Context: an optimization exercise on an open-source flow, tuned for small area, a short achievable clock period and few clock cycles per item. The choices shown serve that exercise and are no tape-out recipe.
Where RTL was checked, it was by simulation tests only, not by an equivalence proof against the original.
Power is estimated from default activity; no workload was simulated.

==> flow/design.v (excerpt) <==
module mmult(
  input  clk,                  
  input  reset_n,              
  input  enable,               
  input  [0:9*8-1] A_mat,      
  input  [0:9*8-1] B_mat,      
  output reg valid,            
  output reg [0:9*17-1] C_mat  
);
  wire [7:0] a00 = A_mat[0:7];
  wire [7:0] b00 = B_mat[0:7];
  wire [7:0] a01 = A_mat[8:15];
  wire [7:0] b01 = B_mat[8:15];
  wire [7:0] a02 = A_mat[16:23];
  wire [7:0] b02 = B_mat[16:23];
  wire [7:0] a10 = A_mat[24:31];
  wire [7:0] b10 = B_mat[24:31];
  wire [7:0] a11 = A_mat[32:39];
  wire [7:0] b11 = B_mat[32:39];
  wire [7:0] a12 = A_mat[40:47];
  wire [7:0] b12 = B_mat[40:47];
  wire [7:0] a20 = A_mat[48:55];
  wire [7:0] b20 = B_mat[48:55];
  wire [7:0] a21 = A_mat[56:63];
  wire [7:0] b21 = B_mat[56:63];
  wire [7:0] a22 = A_mat[64:71];
  wire [7:0] b22 = B_mat[64:71];
  wire pp0_0_0_0;
  wire pp0_0_0_1;
  wire pp0_0_0_2;
  wire pp0_0_0_3;
  wire pp0_0_0_4;
  wire pp0_0_0_5;
  wire pp0_0_0_6;
  wire pp0_0_0_7;
  wire pp0_0_1_0;
  wire pp0_0_1_1;
  wire pp0_0_1_2;
  wire pp0_0_1_3;
  wire pp0_0_1_4;
  wire pp0_0_1_5;
  wire pp0_0_1_6;
  wire pp0_0_1_7;
  wire pp0_0_2_0;
  wire pp0_0_2_1;
  wire pp0_0_2_2;
  wire pp0_0_2_3;
  wire pp0_0_2_4;
  wire pp0_0_2_5;
  wire pp0_0_2_6;
  wire pp0_0_2_7;
  wire pp0_0_3_0;
  wire pp0_0_3_1;
  wire pp0_0_3_2;
  wire pp0_0_3_3;
  wire pp0_0_3_4;
  wire pp0_0_3_5;
  wire pp0_0_3_6;
  wire pp0_0_3_7;
  wire pp0_0_4_0;
  wire pp0_0_4_1;
  wire pp0_0_4_2;
  wire pp0_0_4_3;
  wire pp0_0_4_4;
  wire pp0_0_4_5;
  wire pp0_0_4_6;
  wire pp0_0_4_7;
  wire pp0_0_5_0;
  wire pp0_0_5_1;
  wire pp0_0_5_2;
  wire pp0_0_5_3;
  wire pp0_0_5_4;
  wire pp0_0_5_5;
  wire pp0_0_5_6;
  wire pp0_0_5_7;
  wire pp0_0_6_0;
  wire pp0_0_6_1;
  wire pp0_0_6_2;
  ...
Size in the first run: about 4400 cells after synthesis, about 47000 sq um of cells after synthesis.
Settings: LEC_CHECK=0, CAP_MARGIN=20, CORE_MARGIN=2, CORE_UTILIZATION=40, SETUP_SLACK_MARGIN=2.5, SLEW_MARGIN=20, SYNTH_HIERARCHICAL=1; clock period 9.0 ns.
run.sh (not shown) runs the stock make flow with config.mk's settings and CLKGATE_MAP_FILE= SYNTH_SCRIPT=/design/flow/synth_recipe.tcl, a recipe that flattens the netlist after the stock synthesis.
The baseline finished with timing, DRC and antenna clean.
Rerun with:
SLEW_MARGIN = 70   (was 20)
=>
- The new run finished clean
- fmax grows by 2.0%
- non-clock buffer count increases by 4
- die area stays the same
No functional check of the RTL was part of any run of this note.


== oak ==
Another version of the RTL of mmult (not shown whole).
Size in the first run: ~4600 cells after synthesis, roughly 300 I/O pins, about 0.051 mm^2 of cells after synthesis.
==> flow/config.mk <==
export PLATFORM = sky130hd
export DESIGN_NAME = mmult
export DESIGN_NICKNAME = mmult
export VERILOG_FILES = /design/flow/design.v
export SDC_FILE = /design/flow/constraint.sdc
export NUM_CORES = 4
export LEC_CHECK = 0
export CAP_MARGIN = 20
export CORE_MARGIN = 2
export CORE_UTILIZATION = 55
export CTS_BUF_LIST = sky130_fd_sc_hd__clkbuf_4 sky130_fd_sc_hd__clkbuf_8
export SETUP_SLACK_MARGIN = 4.2
export SLEW_MARGIN = 70
export SYNTH_HIERARCHICAL = 1
==> flow/constraint.sdc <==
create_clock -name core_clock -period 9.0 [get_ports {clk}]
set_input_delay 1.8000 -clock core_clock [delete_from_list [all_inputs] [get_ports {clk}]]
set_output_delay 1.8000 -clock core_clock [all_outputs]
set_load 0.01 [all_outputs]
standard.sh (not shown) runs the stock make flow with config.mk's settings and CLKGATE_MAP_FILE= SYNTH_SCRIPT=/design/flow/synth_recipe.tcl, a recipe that flattens the netlist after the stock synthesis.
==> flow/flow/run.sh <==
#!/bin/bash
# Layout flow: the standard ORFS flow (standard.sh, unchanged synthesis),
# except that the port buffers are plain buffers (buf_4) instead of the
# delay-cell buffers buffer_ports picks by default. Every input and output
# port still gets its own buffer. Each step's full output goes to a log here.
set -euo pipefail
export BUFFER_PORTS_ARGS="-buffer_cell sky130_fd_sc_hd__buf_4"
bash standard.sh finish > standard_finish.log 2>&1
oak: all stages complete, timing, DRC and antenna checks passed
Testbench counts of oak, summed over its fixed seeds: cycles 1,600, products 1,600.
Input changes introduced in pine (baseline for comparison: oak):
diff --git a/flow/config.mk b/flow/config.mk
--- a/flow/config.mk
+++ b/flow/config.mk
@@ -9,5 +9,4 @@
 export CORE_MARGIN = 2
-export CORE_UTILIZATION = 55
-export CTS_BUF_LIST = sky130_fd_sc_hd__clkbuf_4 sky130_fd_sc_hd__clkbuf_8
-export SETUP_SLACK_MARGIN = 4.2
+export CORE_UTILIZATION = 65
+export SETUP_SLACK_MARGIN = 4.5
 export SLEW_MARGIN = 70
### Flow results
- Any difference in largest stage delay on the critical path between oak and pine is small enough to ignore.
- [compare] base=oak new=pine: switching part of the total power comparable, clock-buffer cell count now smaller, multi-input combinational area share now smaller.
- Against oak, pine reports a aggregate routed wire length that is higher.
- The final worst-path setup slack in pine sits 0.18 ns above the value recorded for oak.
- Going from oak to pine, the number of antenna diodes was found to have gone down by 2.
- Compared with oak, in pine global-route usage over all layers rose by 5.8 points, worst setup slack before clock tree synthesis rose by 0.025 ns.
The inputs of birch differ from those of pine as listed below.
diff --git a/flow/config.mk b/flow/config.mk
--- a/flow/config.mk
+++ b/flow/config.mk
@@ -9,5 +9,5 @@
 export CORE_MARGIN = 2
-export CORE_UTILIZATION = 65
-export SETUP_SLACK_MARGIN = 4.5
-export SLEW_MARGIN = 70
+export CORE_UTILIZATION = 55
+export SETUP_SLACK_MARGIN = 4.2
+export SLEW_MARGIN = 20
 export SYNTH_HIERARCHICAL = 1
--- outcome ---
birch gives less layout-stage area growth over the synthesis result than pine did.
pine → birch: chip height went up by 24 um; worst hold margin went down by 0.020 ns.
Looking at worst setup slack, birch sits 0.063 ns below pine.
As far as post-synthesis share of cell area spent on and, or, nand and nor gates goes, pine and birch are indistinguishable; the numbers are identical.
Diff pine -> birch: combinational power fell about 10%, period utilization increased 0.69 points, wire length reported by the detailed router went down by 8.8 mm.
Of pine and birch, the lower number of well taps belongs to pine.
What maple does differently from birch at the input level:
diff --git a/flow/config.mk b/flow/config.mk
--- a/flow/config.mk
+++ b/flow/config.mk
@@ -10,4 +10,5 @@
 export CORE_UTILIZATION = 55
+export GPL_ROUTABILITY_DRIVEN = 0
 export SETUP_SLACK_MARGIN = 4.2
-export SLEW_MARGIN = 20
+export SLEW_MARGIN = 70
 export SYNTH_HIERARCHICAL = 1
==> run notes <==
Clock input transition at the sequential cells of the worst setup and hold paths essentially unchanged between maple and birch. Logic depth of the worst setup path including buffers was lower in the run labelled maple. Final cell count: maple vs birch, no meaningful difference. Compared to birch, maple has utilization 0.63 points higher. When the final numbers for maple and birch were put side by side, the total inserted antenna cells turned out to be smaller in maple. maple vs birch, count of clock-net buffers in the final layout went down by 2.1%. The global-route usage on maple is in line with that on birch. For gate count after technology mapping, maple and birch come out practically identical. The part of the total power dissipated in combinational logic of maple and that of birch are within noise of each other. In maple the post-layout instance area turned out 1.1% higher than in birch. Measured against each other, maple and birch differ in share of the cycle needed by the critical path after routing, the higher figure coming from birch.


Another version of the RTL of mmult (not shown whole).
For scale: roughly 4500 cells after synthesis, roughly 300 I/O pins.
Settings: LEC_CHECK=0, CAP_MARGIN=20, CORE_MARGIN=2, CORE_UTILIZATION=65, SETUP_SLACK_MARGIN=4.3, SLEW_MARGIN=70, SYNTH_HIERARCHICAL=1; clock period 9.0 ns.
Scripts as last shown in full above: flow/flow/run.sh
The baseline passed the timing, design-rule and antenna checks.
Next try:
Settings changed: CORE_UTILIZATION 65 to 55, SETUP_SLACK_MARGIN 4.3 to 4.15.
=> Global-route usage drops by 6.9 points. Hold slack gets better by 0.018 ns. Power is lower by 5.7%. Die area goes up by 18%. Sequential share of layout area came out higher by 0.22 points. Sequential power stays flat. Routed wire length drops by 2.2%.
Function was not checked in any run of this note: the RTL went through the layout flow alone.


== exp/garnet ==
mmult with an RTL version that a note above also has.
Size in the first run: about 4600 cells after synthesis, ~280 flip-flops, about 300 I/O pins, ~51000 sq um of cells after synthesis.
clock: 9.0 ns
lec_check: 0
cap_margin: 20
core_margin: 2
core_utilization: 55
setup_slack_margin: 4.35
slew_margin: 20
synth_hierarchical: 1
Scripts as last shown in full above: flow/flow/run.sh
Testbench counts of exp/garnet, summed over its fixed seeds: cycles 1,600, products 1,600.
For exp/fjord, these inputs were changed with respect to exp/garnet:
- changing SETUP_SLACK_MARGIN from 4.35 to 4.2
- changing SLEW_MARGIN from 20 to 70
--- outcome ---
Sort exp/fjord and exp/garnet by total power, descending, and exp/garnet comes first.
| power share of the clock group | exp/fjord vs exp/garnet | 0.9 points higher |
Routed wirelength normalized by instance count across exp/fjord and exp/garnet: no real change.
The fraction of final layout cells sized beyond drive strength 1 of exp/fjord is lower than that of exp/garnet.
Compared exp/fjord vs exp/garnet, and share of the final layout cell area in sequential cells is up in exp/fjord.

[port drivers added, routing unchanged]
How much do the figures lean on ideal ports? The routed layouts below were timed once more, with nothing changed but the port constraints. Step 1 assumes that a clkbuf_16 drives the clock port and a buf_2 every other input. Step 2, shift: input delay + t, output delay - t, t = (earliest + latest rising clock arrival at the registers) / 2. This alone moves slack from input paths to output paths. Slacks: no drivers / after step 1 / after step 2; pairs: no drivers / after step 1.
run | t (ns) | setup WS [ns] | worst hold slack (ns) | worst setup path at the end
the first run of note 1 | 0.667 | 2.525 / 2.541 / 1.874 | 1.772 / 1.720 / 2.387 | input to register
the second run of note 1 | 0.660 | 2.650 / 2.604 / 1.944 | 1.775 / 1.724 / 2.384 | input to register
oak | 0.822 | 4.118 / 4.052 / 3.551 | 1.268 / 1.230 / 2.051 | input to register
pine | 0.649 | 4.293 / 4.221 / 3.671 | 1.428 / 1.380 / 2.029 | input to register
birch | 0.684 | 4.231 / 4.159 / 3.574 | 1.408 / 1.366 / 2.050 | input to register
maple | 0.677 | 4.248 / 4.177 / 3.585 | 1.413 / 1.363 / 2.040 | input to register
the first run of note 3 | 0.634 | 4.154 / 4.086 / 3.673 | 1.425 / 1.383 / 2.017 | input to register
the second run of note 3 | 0.644 | 4.216 / 4.142 / 3.577 | 1.443 / 1.396 / 2.040 | input to register
exp/garnet | 0.666 | 4.238 / 4.168 / 3.713 | 1.428 / 1.381 / 2.047 | input to register
exp/fjord | 0.677 | 4.248 / 4.177 / 3.585 | 1.413 / 1.363 / 2.040 | input to register
After both steps setup and hold are still met in every run listed. The setup slack of the second run of note 1, which loses most, moves by -0.046 ns with the drivers and by -0.706 ns with both steps.
